From an optimization exercise on the open Yosys and OpenROAD flow, aimed at small area and a short achievable clock period; shortcuts taken in it are not production practice. Function was not checked in any run shown here: the RTL went through the layout flow alone.

$ cat run.sh
#!/bin/bash
# synth_recipe.tcl (not shown) runs the flow's synth.tcl, then flattens the netlist and writes it again
# the make line also repeats each setting of config.mk as NAME=value (left out here)
make -C /OpenROAD-flow-scripts/flow DESIGN_CONFIG=/design/flow/config.mk WORK_HOME=/design/flow/orfs CLKGATE_MAP_FILE= SYNTH_SCRIPT=/design/flow/synth_recipe.tcl finish
$ cat config.mk
export PLATFORM = sky130hd
export DESIGN_NAME = top_level
export DESIGN_NICKNAME = top_level
export VERILOG_FILES = /design/flow/design.v
export SDC_FILE = /design/flow/constraint.sdc
export NUM_CORES = 4
export LEC_CHECK = 0
export ABC_AREA = 1
export CAP_MARGIN = 20
export CORE_MARGIN = 2
export CORE_UTILIZATION = 40
export SLEW_MARGIN = 20
$ cat constraint.sdc
create_clock -name core_clock -period 90.0 [get_ports {clk}]
set_input_delay 18.0000 -clock core_clock [delete_from_list [all_inputs] [get_ports {clk}]]
set_output_delay 18.0000 -clock core_clock [all_outputs]
set_load 0.01 [all_outputs]
$ cat design.v
module zero_cross 
						(input clk,
						input reset,
						input enable,
						input signed [11:0] x,
						output reg flag
						);
	reg s_anterior, s_atual;
	always @ (posedge clk) begin
		if (enable) begin
			s_atual    <= x[11];
			s_anterior <= s_atual;
			flag       <= s_atual & ~s_anterior;
		end else begin
			flag <= 1'b0;
		end
	end
endmodule
module top_level (input clk,
						input reset,
						input signed [11:0] entrada,
						input amostra_pronta,
						output flag,
						output reg ctrl,
						output reg [15:0] cnt,
						output reg [15:0] contagem_final,
						output [24:0] freq
						);
	zero_cross  cruza_zero     (.clk(clk),
										 .reset(reset),
										 .enable(amostra_pronta),
										 .x(entrada),
										 .flag(flag)
										);
	wire [15:0] cnt_inc = cnt + 16'd1;
	always @ (posedge clk) begin
		if (reset) begin
			if (flag) ctrl <= ~ctrl;
			if (ctrl) cnt <= cnt_inc;
			else cnt <= 16'd0;
		end else begin
			ctrl <= 1'b0;
			cnt <= 16'd0;
		end
	end
	always @ (posedge clk) begin
		if (reset) begin
			if (ctrl & flag) contagem_final <= cnt_inc;
		end
		else contagem_final <= 16'd0;
	end
	reg [15:0] Q, R;
	reg [9:0]  D;
	reg [10:0] S;
	reg [4:0]  E;
	reg [6:0]  T;
	wire [15:0] m1 = cnt + 16'd2;    
	wire [15:0] m2 = cnt + 16'd3;    
	wire [15:0] m3 = cnt + 16'd4;    
	wire        c1 = (R[15:11] == 5'd0) && (R[10:0] < S);
	wire [15:0] Qn = Q - {6'd0, D} - {15'd0, c1};
	wire [15:0] Rn = R - {5'd0, S} + (c1 ? m1 : 16'd0);
	wire signed [12:0] Y2  = $signed({2'b00, S}) - $signed({5'b00000, T, 1'b0}) - $signed({12'd0, c1});
	wire signed [12:0] Y2a = Y2 + $signed({4'd0, m2[8:0]});
	wire        c2a = Y2[12];
	wire        c2b = c2a && (m2[15:9] == 7'd0) && Y2a[12];
	wire [1:0]  c2  = {c2b, c2a & ~c2b};
	wire [10:0] S1  = Y2[10:0] + m2[10:0];
	wire [10:0] Sn  = c2b ? (S1 + m2[10:0]) : (c2a ? S1 : Y2[10:0]);
	wire [9:0]  Dn  = D - {4'd0, E, 1'b0} - {8'd0, c2};
	wire signed [8:0] Y3 = $signed({2'b00, T}) - $signed({4'd0, E}) - $signed({3'd0, E, 1'b0}) - $signed({7'd0, c2});
	wire        c3 = Y3[8];
	wire [4:0]  En = E - {4'd0, c3};
	wire [6:0]  Tn = c3 ? (Y3[6:0] + m3[6:0]) : Y3[6:0];
	always @ (posedge clk) begin
		if (cnt == 16'd42) begin
			Q <= 16'd45454; R <= 16'd24; D <= 10'd1010; S <= 11'd4; E <= 5'd21; T <= 7'd44;
		end else begin
			Q <= Qn; R <= Rn; D <= Dn; S <= Sn; E <= En; T <= Tn;
		end
	end
	wire        wrap = (cnt == 16'hffff);
	reg  [20:0] f_next;
	always @* begin
		f_next = wrap ? 21'd1 : {5'd0, Q};
		if (cnt[15:6] == 10'd0) begin
			case (cnt[5:0])
				6'd0: f_next = 21'd2000000;
				6'd1: f_next = 21'd1000000;
				6'd2: f_next = 21'd666666;
				6'd3: f_next = 21'd500000;
				6'd4: f_next = 21'd400000;
				6'd5: f_next = 21'd333333;
				6'd6: f_next = 21'd285714;
				6'd7: f_next = 21'd250000;
				6'd8: f_next = 21'd222222;
				6'd9: f_next = 21'd200000;
				6'd10: f_next = 21'd181818;
				6'd11: f_next = 21'd166666;
				6'd12: f_next = 21'd153846;
				6'd13: f_next = 21'd142857;
				6'd14: f_next = 21'd133333;
				6'd15: f_next = 21'd125000;
				6'd16: f_next = 21'd117647;
				6'd17: f_next = 21'd111111;
				6'd18: f_next = 21'd105263;
				6'd19: f_next = 21'd100000;
				6'd20: f_next = 21'd95238;
				6'd21: f_next = 21'd90909;
				6'd22: f_next = 21'd86956;
				6'd23: f_next = 21'd83333;
				6'd24: f_next = 21'd80000;
				6'd25: f_next = 21'd76923;
				6'd26: f_next = 21'd74074;
				6'd27: f_next = 21'd71428;
				6'd28: f_next = 21'd68965;
				6'd29: f_next = 21'd66666;
				6'd30: f_next = 21'd64516;
				6'd31: f_next = 21'd62500;
				6'd32: f_next = 21'd60606;
				6'd33: f_next = 21'd58823;
				6'd34: f_next = 21'd57142;
				6'd35: f_next = 21'd55555;
				6'd36: f_next = 21'd54054;
				6'd37: f_next = 21'd52631;
				6'd38: f_next = 21'd51282;
				6'd39: f_next = 21'd50000;
				6'd40: f_next = 21'd48780;
				6'd41: f_next = 21'd47619;
				6'd42: f_next = 21'd46511;
				default: ;
			endcase
		end
	end
	reg [20:0] freq_r;
	always @ (posedge clk) begin
		if (reset) begin
			if (ctrl & flag) freq_r <= f_next;
		end
		else freq_r <= 21'd1;
	end
	assign freq = {4'd0, freq_r};
endmodule
==> results.yml, run 1 <==
synthesis:
  synth_area_per_cell_um2: 6.75
  synthFlopType: "dfxtp_1"
  synth_cell_types: 60
  yosys.area.top_type: "dfxtp_1"
  synth-seq-cells: 122
  synth-async-reset-ratio_pct: 0
  synth_most_common_cell: "nand2_1"
  synthTopCellsByArea: "dfxtp_1 (22%), ha_1 (14%), nand2_1 (11%)"
  ys_warn_count: 2
  syn_area_um2: 11100
  netlist.area_leader.share_pct: 21.6
  synth_cells: 1643
  ys_seq_area_share_pct: 22.2
  synth_enable_flop_cells: 2
  synth.top_cells.by_count: "nand2_1 (328), inv_1 (286), nor2_1 (152)"
critical_path:
  critPathLaunchType: "flip-flop"
  crit_chain: "clkdlybuf4s50_1"
  slowest_delay_ps: 840
  path_buf_inv: 1
  critPathTopFamily: "flip-flops"
  cp_max_fo: 13
  critPathKind: "flip-flop to output port"
  cp_slowest_cell: "dfxtp_1"
  end_kind: "output port"
  reg2regPathDepth: 40
  cp.arrival_ps: 1970
  cp.depth: 1
  worstPathRequired_ps: 72000
floorplan:
  die_height_um: 171
  die_x_um: 171
  dieArea_um2: 29100
  core_um2: 27100
  placement_rows: 60
  start_util_pct: 40.9
  ios: 74
global_route:
  grt_max_degree: 30
  grt_antenna_before_repair: 0
  grt_util_all_layers_pct: 23.6
  grt_pass1_vias: 10400
  grt_pass1_wl_um: 53800
  grt.overflow.total: 0
clock_network:
  clkTransAtPathRegs_ps: 70
  cts_tree: "built"
  cts_resized: 0
  cts_setup_buffers: 0
  clk_path_buf_depth: 2
  ctsHoldBuffers: 0
  insertion_delay_ps: 430
  cts_max_level: 4
  cts_sinks: 122
  numCtsBuffers: 17
  cts-root-buf: "clkbuf_16"
timing:
  hold_ws_ps: 415
  hold_viol: 0
  tightest_slew_ps: 1060
  max_freq_mhz: 50.1
  skew_ps: 15.8
  finalCriticalPeriod_ps: 19970
  rsz0062_at_grt: "false"
  final_max_slew_viol_count: 0
  setup_viol: 0
  maxSlewHeadroom_pct: 29.3
  finalCritPeriodShare_pct: 22.2
  finalSetupTns_ps: 0
min_path:
  hold_path.class: "flip-flop to flip-flop"
  hold_path_depth: 1
route:
  route.vias.total: 10700
  met1_length_um: 15300
  top_layer: "met4"
  drt-pass1-iter-count: 6
  wl_met3_um: 1420
  wl_per_cell_um: 16.1
  totalWireLength_um: 33400
  drcViolationCount: 0
  viasPerCell: 5.13
  drt_iter0_markers: 890
  dr_wl_met2_um: 15800
  detail-route-antenna-nets: 0
cells_and_area:
  layout-drive-gt1-share_pct: 6.56
  antenna_cells: 0
  nFillCells: 2793
  area_delta_synth_final_pct: 13.3
  nNetsFinal: 1858
  post-route-cell-area_um2: 12600
  multi_input_area_um2: 7320
  regArea_um2: 2460
placement:
  io_buffer_count: 58
  hpwl_um: 26600
  place_congestion: 0.947
  place_area_um2: 12000
status:
  status: "timing/DRC/antenna clean"
flow_run:
  maxCapViolations: 0
-- state kept, by name (all words and copies together) (netlist names), 5 cells and up --
signal          cells
S                  11
contagem_final     16
freq_r             21
Q                  16
cnt                16
R                  16
D                  10
T                   7
E                   5
-- path summary, 6_finish.rpt --
| check | from | end | slack (ps) |
|---|---|---|---|
| worst max-delay path | cnt[3] | cnt[3] | 70030 |
| worst min-delay path | cruza_zero.s_anterior | cruza_zero.flag | 420 |
| worst max register to register | S[6] | T[6] | 81740 |
| worst min register to register | cruza_zero.s_anterior | cruza_zero.flag | 420 |
-- cells in the final DEF, fill, tap and decap left out, drive strengths merged, types with 4 or more instances in the layout --
master and n:
nand3b 11, nor4 13, o211ai 4, or2 10, xnor2 20, buf 7, o21bai 5, nand3 114
inv 298, a21oi 114, xor2 49, clkbuf 19, a22oi 13, ha 127, clkdlybuf4s50 58, a21o 4
nand2 346, conb 4, a211oi 7, o21a 9, clkinv 6, nand4 27, a31oi 5, dfxtp 120
nor3 33, nor2 172, fa 20, o21ai 72
-- cell families (layout without fill, tap and decap cells) --
| kind of cell | count (synthesis) | in the layout | synth area share, % |
|---|---|---|---|
| and+or+nand+nor | 729 | 729 | 30.0 |
| buffers and inverters | 332 | 393 | 12.0 |
| AOI/OAI and AO/OA | 243 | 243 | 12.3 |
| adders and majority gates | 147 | 147 | 17.9 |
| DFF | 122 | 122 | 22.2 |
| xor gates and xnor gates | 69 | 69 | 5.51 |
| other | 1 | 4 | 0.0338 |
-- through the flow --
step           std cells  util [%]  worst slack [ps]
2_1_floorplan       1646         -             71100
3_3_place_gp        2049      44.3             69990
3_5_place_dp        2049      44.3             70010
4_1_cts             2079      46.4             70020
5_1_grt             2079      46.4             69980
6_report            2079      46.4             70030
-- final cells by class --
class / instances / area share (%)
multi-input combinational: 1192 / 58.2
timing repair buffer: 65 / 5.03
inverter: 298 / 8.98
sequential: 122 / 19.6
tap: 372 / 3.70
clock buffer: 19 / 3.52
clock inverter: 11 / 0.985
-- per-layer routing --
layer	global-route usage, %	up-vias
met5	0	-
met3	3.26	57
met4	8.40	0
met1	30.0	4911
li1	-	5414
met2	40.8	289
==> run 2: changes to the inputs <==
--- a/design.v
+++ b/design.v
@@ -34,3 +34,30 @@
 										);
-	wire [15:0] cnt_inc = cnt + 16'd1;
+	function [16:0] add16;    
+		input [15:0] a;
+		input [15:0] b;
+		input        ci;
+		integer i;
+		reg c;
+		begin
+			c = ci;
+			for (i = 0; i < 16; i = i + 1) begin
+				add16[i] = a[i] ^ b[i] ^ c;
+				c = (a[i] & b[i]) | (c & (a[i] ^ b[i]));
+			end
+			add16[16] = c;
+		end
+	endfunction
+	function [15:0] inc16;    
+		input [15:0] a;
+		integer i;
+		reg c;
+		begin
+			c = 1'b1;
+			for (i = 0; i < 16; i = i + 1) begin
+				inc16[i] = a[i] ^ c;
+				c = c & a[i];
+			end
+		end
+	endfunction
+	wire [15:0] cnt_inc = inc16(cnt);
 	always @ (posedge clk) begin
@@ -56,20 +83,21 @@
 	reg [6:0]  T;
-	wire [15:0] m1 = cnt + 16'd2;    
-	wire [15:0] m2 = cnt + 16'd3;    
-	wire [15:0] m3 = cnt + 16'd4;    
-	wire        c1 = (R[15:11] == 5'd0) && (R[10:0] < S);
-	wire [15:0] Qn = Q - {6'd0, D} - {15'd0, c1};
-	wire [15:0] Rn = R - {5'd0, S} + (c1 ? m1 : 16'd0);
-	wire signed [12:0] Y2  = $signed({2'b00, S}) - $signed({5'b00000, T, 1'b0}) - $signed({12'd0, c1});
-	wire signed [12:0] Y2a = Y2 + $signed({4'd0, m2[8:0]});
-	wire        c2a = Y2[12];
-	wire        c2b = c2a && (m2[15:9] == 7'd0) && Y2a[12];
-	wire [1:0]  c2  = {c2b, c2a & ~c2b};
-	wire [10:0] S1  = Y2[10:0] + m2[10:0];
-	wire [10:0] Sn  = c2b ? (S1 + m2[10:0]) : (c2a ? S1 : Y2[10:0]);
-	wire [9:0]  Dn  = D - {4'd0, E, 1'b0} - {8'd0, c2};
-	wire signed [8:0] Y3 = $signed({2'b00, T}) - $signed({4'd0, E}) - $signed({3'd0, E, 1'b0}) - $signed({7'd0, c2});
-	wire        c3 = Y3[8];
-	wire [4:0]  En = E - {4'd0, c3};
-	wire [6:0]  Tn = c3 ? (Y3[6:0] + m3[6:0]) : Y3[6:0];
+	wire [15:0] m1 = inc16(cnt_inc);                             
+	wire [15:0] m2 = inc16(m1);                                  
+	wire [15:0] m3 = inc16(m2);                                  
+	wire [16:0] t1 = add16({5'd0, R[10:0]}, ~{5'd0, S}, 1'b1);    
+	wire        c1 = ~t1[16] & (R[15:11] == 5'd0);                
+	wire [15:0] Qn = add16(Q, ~{6'd0, D}, ~c1);                   
+	wire [15:0] Rn = add16(c1 ? m1 : {R[15:11], 11'd0}, {{4{~t1[16]}}, t1[11:0]}, 1'b0);
+	wire [16:0] y2 = add16({5'd0, S}, ~{8'd0, T, 1'b0}, ~c1);     
+	wire [15:0] s1 = add16(y2[15:0], m2, 1'b0);                    
+	wire        c2a = y2[15];
+	wire        c2b = c2a & s1[15] & (cnt[15:8] == 8'd0);
+	wire [15:0] s2 = add16(s1, m2, 1'b0);                          
+	wire [10:0] Sn = c2b ? s2[10:0] : (c2a ? s1[10:0] : y2[10:0]);
+	wire [15:0] Dn = add16({6'd0, D}, ~{10'd0, E, c2b}, ~c2a);    
+	wire [15:0] y3a = add16({9'd0, T}, ~{10'd0, E, c2b}, ~c2a);    
+	wire [15:0] y3  = add16(y3a, ~{11'd0, E}, 1'b1);              
+	wire        c3  = y3[15];
+	wire [15:0] En  = add16({11'd0, E}, 16'hffff, ~c3);           
+	wire [15:0] Tn  = add16(y3, c3 ? m3 : 16'd0, 1'b0);
 	always @ (posedge clk) begin
@@ -78,3 +106,3 @@
 		end else begin
-			Q <= Qn; R <= Rn; D <= Dn; S <= Sn; E <= En; T <= Tn;
+			Q <= Qn; R <= Rn; D <= Dn[9:0]; S <= Sn; E <= En[4:0]; T <= Tn[6:0];
 		end
==> run 2 against run 1 <==
Compared with the run above: still clean on timing, DRC and antenna; synthesized cell count fell by 35%; area after synthesis down 22%; first-iteration DRC count fell by 47%; hold slack got worse by 12 ps; critical path depth unchanged; clock skew decreased by 5.9 ps; sequential share of layout area up 5.0 points; maximum frequency rose by 0.71%; critical endpoint is now cnt[0]; largest cell class unchanged.
==> results.yml, run 2 <==
critical_path:
  critPathTopFamily: "flip-flops"
  crit_end: "cnt[0]"
  r2r-end: "T[6]"
  critPathKind: "flip-flop to output port"
  slowest_delay_ps: 750
  cp_slowest_cell: "dfxtp_1"
  cp.arrival_ps: 1830
  cp_max_fo: 11
  reg2regPathDepth: 59
  ff2ff_setup_slack_ps: 74210
  worstPathRequired_ps: 72000
  crit_chain: "clkdlybuf4s50_1"
  path_buf_inv: 1
  end_kind: "output port"
  crit_start: "cnt[0]"
  critPathLaunchType: "flip-flop"
  regToRegStartpoint: "S[0]"
  cp.depth: 1
synthesis:
  synth_cells: 1071
  synth-async-reset-ratio_pct: 0
  synthTopCellsByArea: "dfxtp_1 (28%), fa_1 (19%), ha_1 (11%)"
  synthFlopType: "dfxtp_1"
  synth_cell_types: 43
  ys_seq_area_share_pct: 28.6
  synth_most_common_cell: "nand2_1"
  ys_warn_count: 2
  synth_enable_flop_cells: 2
  syn_area_um2: 8620
  synth-seq-cells: 122
  synth.top_cells.by_count: "nand2_1 (234), inv_1 (158), nor2_1 (139)"
  yosys.area.top_type: "dfxtp_1"
  synth_area_per_cell_um2: 8.05
  netlist.area_leader.share_pct: 27.9
route:
  drt_iter0_markers: 469
  detail-route-antenna-nets: 0
  drt-pass1-iter-count: 5
  drcViolationCount: 0
  totalWireLength_um: 22600
  route.vias.total: 6976
  viasPerCell: 4.95
  wl_per_cell_um: 16.0
timing:
  final_max_slew_viol_count: 0
  tightest_slew_ps: 745
  finalSetupTns_ps: 0
  finalCritPeriodShare_pct: 22.0
  hold_viol: 0
  max_freq_mhz: 50.4
  setup_viol: 0
  maxSlewHeadroom_pct: 50.3
  rsz0062_at_grt: "false"
  skew_ps: 9.88
  finalCriticalPeriod_ps: 19830
  hold_ws_ps: 404
placement:
  place_congestion: 0.963
  hpwl_um: 17400
  placed_cells: 1377
  io_buffer_count: 58
floorplan:
  die_height_um: 151
  dieArea_um2: 22700
  placement_rows: 53
  core_um2: 21100
  start_util_pct: 40.9
  ios: 74
  die_x_um: 151
clock_network:
  ctsHoldBuffers: 0
  numCtsBuffers: 17
  clkTransAtPathRegs_ps: 60
  cts_tree: "built"
  clk_path_buf_depth: 2
  cts_resized: 0
  cts_max_level: 4
  insertion_delay_ps: 420
  cts_sinks: 122
  cts-root-buf: "clkbuf_16"
  cts_setup_buffers: 0
cells_and_area:
  layout-drive-gt1-share_pct: 6.44
  utilization_pct: 47.6
  fin_cells: 1409
  nNetsFinal: 1293
  layout_common_cells: "nand2_1 (234), inv_1 (158), nor2_1 (138), dfxtp_1 (120), nand3_1 (88)"
  layout_commonest_cell: "nand2_1"
  antenna_cells: 0
  area_delta_synth_final_pct: 16.5
  top_register: "freq_r"
  largest_reg_flops: 21
global_route:
  grt_pass1_wl_um: 37200
  grt_max_degree: 35
  grt_pass1_vias: 7040
  grt_antenna_before_repair: 0
  grt_util_all_layers_pct: 21.5
  grt.overflow.total: 0
min_path:
  hold_path.class: "flip-flop to flip-flop"
flow_run:
  maxCapViolations: 0
status:
  status: "timing/DRC/antenna clean"
## run 2: cell count changes after synthesis, sizes merged, moves of 18 or more
cell	delta
inv	-134
o21ai	-54
nor3	-18
nand3	-20
nor2	-20
ha	-51
xor2	-45
a21oi	-106
fa	+61
nand2	-110
## run 2: cell type report
type	instances	area [um^2]
Clock buffer	17	425
Timing Repair Buffer	66	644
Sequential cell	122	2460
Fill cell	2056	11100
Inverter	163	612
Tap cell	275	344
Clock inverter	15	190
Multi-Input combinational cell	751	5360
## run 2: cells by family after synthesis
logic type	count (synthesis)	synth area share (%)
xor+xnor	13	1.32
flops	122	28.6
fa+ha+maj	157	29.9
mux	1	0.116
buf+inv	201	9.47
compound gates	53	4.20
other cells	1	0.0435
simple gates	523	26.4
## run 2: through the flow
step | area, um^2 | setup slack (ps)
final | 10000 | 70170
after global routing | 10000 | 70060
after CTS | 10000 | 70120
after detailed placement | 9420 | 70160
after global placement | 9410 | 70130
after floorplan | 8630 | 71100
## run 2: layer usage
metal | vias up | share of wire, % | GRT usage [%]
li1 | 3450 | - | -
met1 | 3304 | 47 | 29.2
met2 | 181 | 47 | 34.9
met3 | 41 | 3.7 | 3.61
met4 | 0 | 2.7 | 7.38
met5 | - | 0 | 0
## run 2: worst min path at each step
stage | startpoint | to | slack (ps) | cells after the start
finish | cruza_zero.s_anterior | cruza_zero.flag | 400 | 1
global route | cruza_zero.s_anterior | cruza_zero.flag | 420 | 1
floorplan | cruza_zero.s_anterior | cruza_zero.flag | 380 | 1
global placement | cruza_zero.s_anterior | cruza_zero.flag | 390 | 1
CTS | cruza_zero.s_anterior | cruza_zero.flag | 410 | 1
detailed placement | cruza_zero.s_anterior | cruza_zero.flag | 400 | 1
==> run 3: changes to the inputs <==
==> design.v (replaced) <==
module zero_cross 
						(input clk,
						input reset,
						input enable,
						input signed [11:0] x,
						output reg flag
						);
	reg signed [11:0] x_anterior, x_atual;
	always @ (posedge clk ) begin
		if (enable)begin 
			x_atual <= x;
			if((x_atual[11] == 1) &(x_anterior[11] == 0)) begin
				flag <= 1'b1;
			end else begin 
				flag <= 1'b0;
				end
			x_anterior <= x_atual;
		end else begin
					flag <= 1'b0;
					end
	end
endmodule
module top_level (input clk,
						input reset,
						input signed [11:0] entrada,
						input amostra_pronta,
						output flag,
						output reg ctrl,
						output reg [15:0] cnt,
						output reg [15:0] contagem_final,
						output [24:0] freq
						);
	zero_cross  cruza_zero     (.clk(clk),
										 .reset(reset),
										 .enable(amostra_pronta),
										 .x(entrada),
										 .flag(flag)
										);
	always @ (posedge clk) begin
	if(reset)begin
		if(flag) ctrl <= ~ctrl;
		if(ctrl) cnt <= cnt + 16'd1;
		else cnt <= 16'd0;
	end else  begin 
					ctrl <= 1'b0;
					cnt <= 16'd0; 
				end
	end
		always @ (posedge clk) begin
			if(reset) begin
				if(ctrl & flag) contagem_final <= cnt + 16'd1;
			end
			else contagem_final <= 16'd0;
		end
	wire [24:0] contagem_ext;
	assign contagem_ext = contagem_final;
	assign freq = (contagem_ext == 25'd0) ? (25'd1)  : (25'd2000000 / contagem_ext);	
endmodule
--- a/config.mk
+++ b/config.mk
@@ -7,3 +7,2 @@
 export LEC_CHECK = 0
-export ABC_AREA = 1
 export CAP_MARGIN = 20
==> run 3 against run 2 <==
Compared with the run above: register-to-register slack improved by 14000 ps; die area rose by 98%; still clean on timing, DRC and antenna; highest routed layer unchanged; utilization shrank 3.8 points; synthesized cell count rose by 130%; maximum frequency fell by 75%; hold slack improved by 46 ps; area after synthesis rose by 100%; routed wire length rose by 140%; first-iteration DRC count increased to 2.5 times the previous value; setup slack got worse by 60000 ps.
==> results.yml, run 3 <==
status:
  status: "timing/DRC/antenna clean"
synthesis:
  synth_enable_flop_cells: 2
  syn_area_um2: 17300
  synthFlopType: "dfxtp_1"
  synth_top_family_by_area: "compound AO/OA/AOI/OAI gates"
  ys_seq_area_share_pct: 4.28
  synth_mux_area_share_pct: 7.35
  synth_adder_area_share_pct: 18.5
  synth-async-reset-ratio_pct: 0
  synthTopCellsByArea: "ha_1 (18%), xnor2_1 (6.4%), a21oi_1 (5.7%)"
  ys_warn_count: 2
  synth-simple-area-share_pct: 24.9
  synth_area_per_cell_um2: 7.11
  synth.top_cells.by_count: "ha_1 (256), nor2_1 (256), nand2_1 (225)"
  synth_cell_types: 112
  synth_xor_area_share_pct: 9.30
  synth_cells: 2435
  synth-seq-cells: 36
  yosys.area.top_type: "ha_1"
  synth_compound_area_share_pct: 32.3
  netlist.area_leader.share_pct: 18.5
clock_network:
  insertion_delay_ps: 280
  cts_sinks: 36
  cts_setup_buffers: 0
  clk_path_buf_depth: 2
  cts_max_level: 2
  cts-root-buf: "clkbuf_16"
  clkTransAtPathRegs_ps: 60
  cts_resized: 0
  numCtsBuffers: 5
  cts_tree: "built"
  ctsHoldBuffers: 0
floorplan:
  start_util_pct: 40.4
  core_um2: 42900
  placement_rows: 76
  die_x_um: 212
  die_height_um: 212
  ios: 74
  dieArea_um2: 45000
cells_and_area:
  nNetsFinal: 2740
  layout_common_cells: "nor2_1 (256), ha_1 (256), nand2_1 (225), a21oi_1 (197), o21ai_0 (151)"
  fin_cells: 3055
  largestRegisters: "cnt (16), contagem_final (16)"
  area_delta_synth_final_pct: 8.50
  antenna_cells: 0
  layout-drive-gt1-share_pct: 7.94
critical_path:
  cp_slowest_cell: "a21oi_1"
  cp_common_cell: "o21ai_0"
  end_kind: "output port"
  worstPathRequired_ps: 72000
  cp_max_fo: 28
  cp.arrival_ps: 61830
  critPathKind: "flip-flop to output port"
  critPathLaunchType: "flip-flop"
  slowest_delay_ps: 940
placement:
  io_buffer_count: 61
  placed_cells: 3047
  hpwl_um: 43000
  place_congestion: 0.923
route:
  route.vias.total: 18400
  wl_met3_um: 2790
  totalWireLength_um: 55100
  drt-pass1-iter-count: 5
  met1_length_um: 26100
  dr_wl_met2_um: 25000
  detail-route-antenna-nets: 0
  viasPerCell: 6.02
  drcViolationCount: 0
  top_layer: "met4"
  wl_per_cell_um: 18.0
  drt_iter0_markers: 1175
timing:
  finalCriticalPeriod_ps: 79830
  max_freq_mhz: 12.5
  setup_viol: 0
  rsz0062_at_grt: "false"
  tightest_slew_ps: 1150
  final_max_slew_viol_count: 0
  hold_viol: 0
  skew_ps: 6.10
  maxSlewHeadroom_pct: 23.5
  finalSetupTns_ps: 0
  finalCritPeriodShare_pct: 88.7
global_route:
  grt_antenna_before_repair: 0
  grt.overflow.total: 0
  grt_pass1_vias: 17600
  grt_pass1_wl_um: 89800
  grt_util_all_layers_pct: 24.2
  grt_max_degree: 67
flow_run:
  maxCapViolations: 0
min_path:
  hold_path.class: "flip-flop to flip-flop"
run 3: metal layers:
metal / vias to the layer above / track usage, %
li1: 9226 / -
met4: 0 / 5.78
met3: 91 / 1.79
met2: 455 / 41.1
met1: 8628 / 33.2
met5: - / 0
run 3: per-stage QoR:
stage,setup slack [ps],hold WS (ps),area [um^2],utilization (%)
detailed placement,11500,444,18600,43.4
finish,10170,449,18800,43.8
global placement,12100,433,18600,43.4
CTS,10940,456,18800,43.8
floorplan,19990,419,17300,-
global route,4860,470,18800,43.8
run 3: kinds of logic after synthesis:
kind of cell | count (synthesis)
multiplexers | 112
adder cells (fa/ha/maj) | 256
flip-flops | 36
other | 1
AND/OR/NAND/NOR | 886
XOR/XNOR | 184
AO/OA/AOI/OAI | 816
buffers and inverters | 144
run 3: layout make-up:
class | count | area [um^2]
sequential | 36 | 742
clock inverter | 2 | 35.0
multi-input combinational | 2256 | 16000
fill | 4470 | 24100
clock buffer | 6 | 129
tap | 585 | 732
inverter | 77 | 289
timing repair buffer | 93 | 851
run 3: worst max-delay path: cells and delay by family (launching register included):
| kind | cells | cell delay (ps) |
|---|---|---|
| buf+inv | 11 | 3470 |
| compound gates | 138 | 34820 |
| mux | 3 | 910 |
| simple gates | 68 | 13960 |
| fa+ha+maj | 23 | 7500 |
| flops | 1 | 710 |
run 3: worst paths after layout:
check / start / endpoint / slack, ps / depth (start not counted)
setup / recovery: contagem_final[1] / freq[0] / 10170 / 243
hold / removal: cruza_zero.x_atual[11] / cruza_zero.x_anterior[11] / 450 / 0
setup reg to reg: cnt[0] / contagem_final[14] / 87960 / 9
hold reg to reg: cruza_zero.x_atual[11] / cruza_zero.x_anterior[11] / 450 / 0

-- afterwards: timing with drivers on the ports --
The results above use ideal ports. As a check the final layouts listed here were re-extracted and re-timed, cells and wires unchanged. Step 1 (the two cells are an assumption about what drives the block):
set clk [get_ports {clk}]
set_driving_cell -lib_cell sky130_fd_sc_hd__clkbuf_16 $clk
set_driving_cell -lib_cell sky130_fd_sc_hd__buf_2 [delete_from_list [all_inputs] $clk]
Step 2 moves the port delays by t, midway between the first and last clock arrival at a register: inputs arrive t later, outputs are due t later. That takes back most of the time a late clock gives input paths. a / b / c = no drivers / after step 1 / after step 2; a / b = the first two.
run	shift t [ns]	setup WS [ns]	worst data-port slew with drivers (ns)	cell pins on the clock port's net
run 1	0.476	70.030 / 69.979 / 70.014	0.05	1
run 2	0.458	70.171 / 70.126 / 70.171	0.04	1
run 3	0.306	10.175 / 10.144 / 10.450	0.04	1
After both steps setup and hold are still met in every run listed. The setup slack of run 1, which loses most, moves by -0.051 ns with the drivers and by -0.016 ns with both steps.
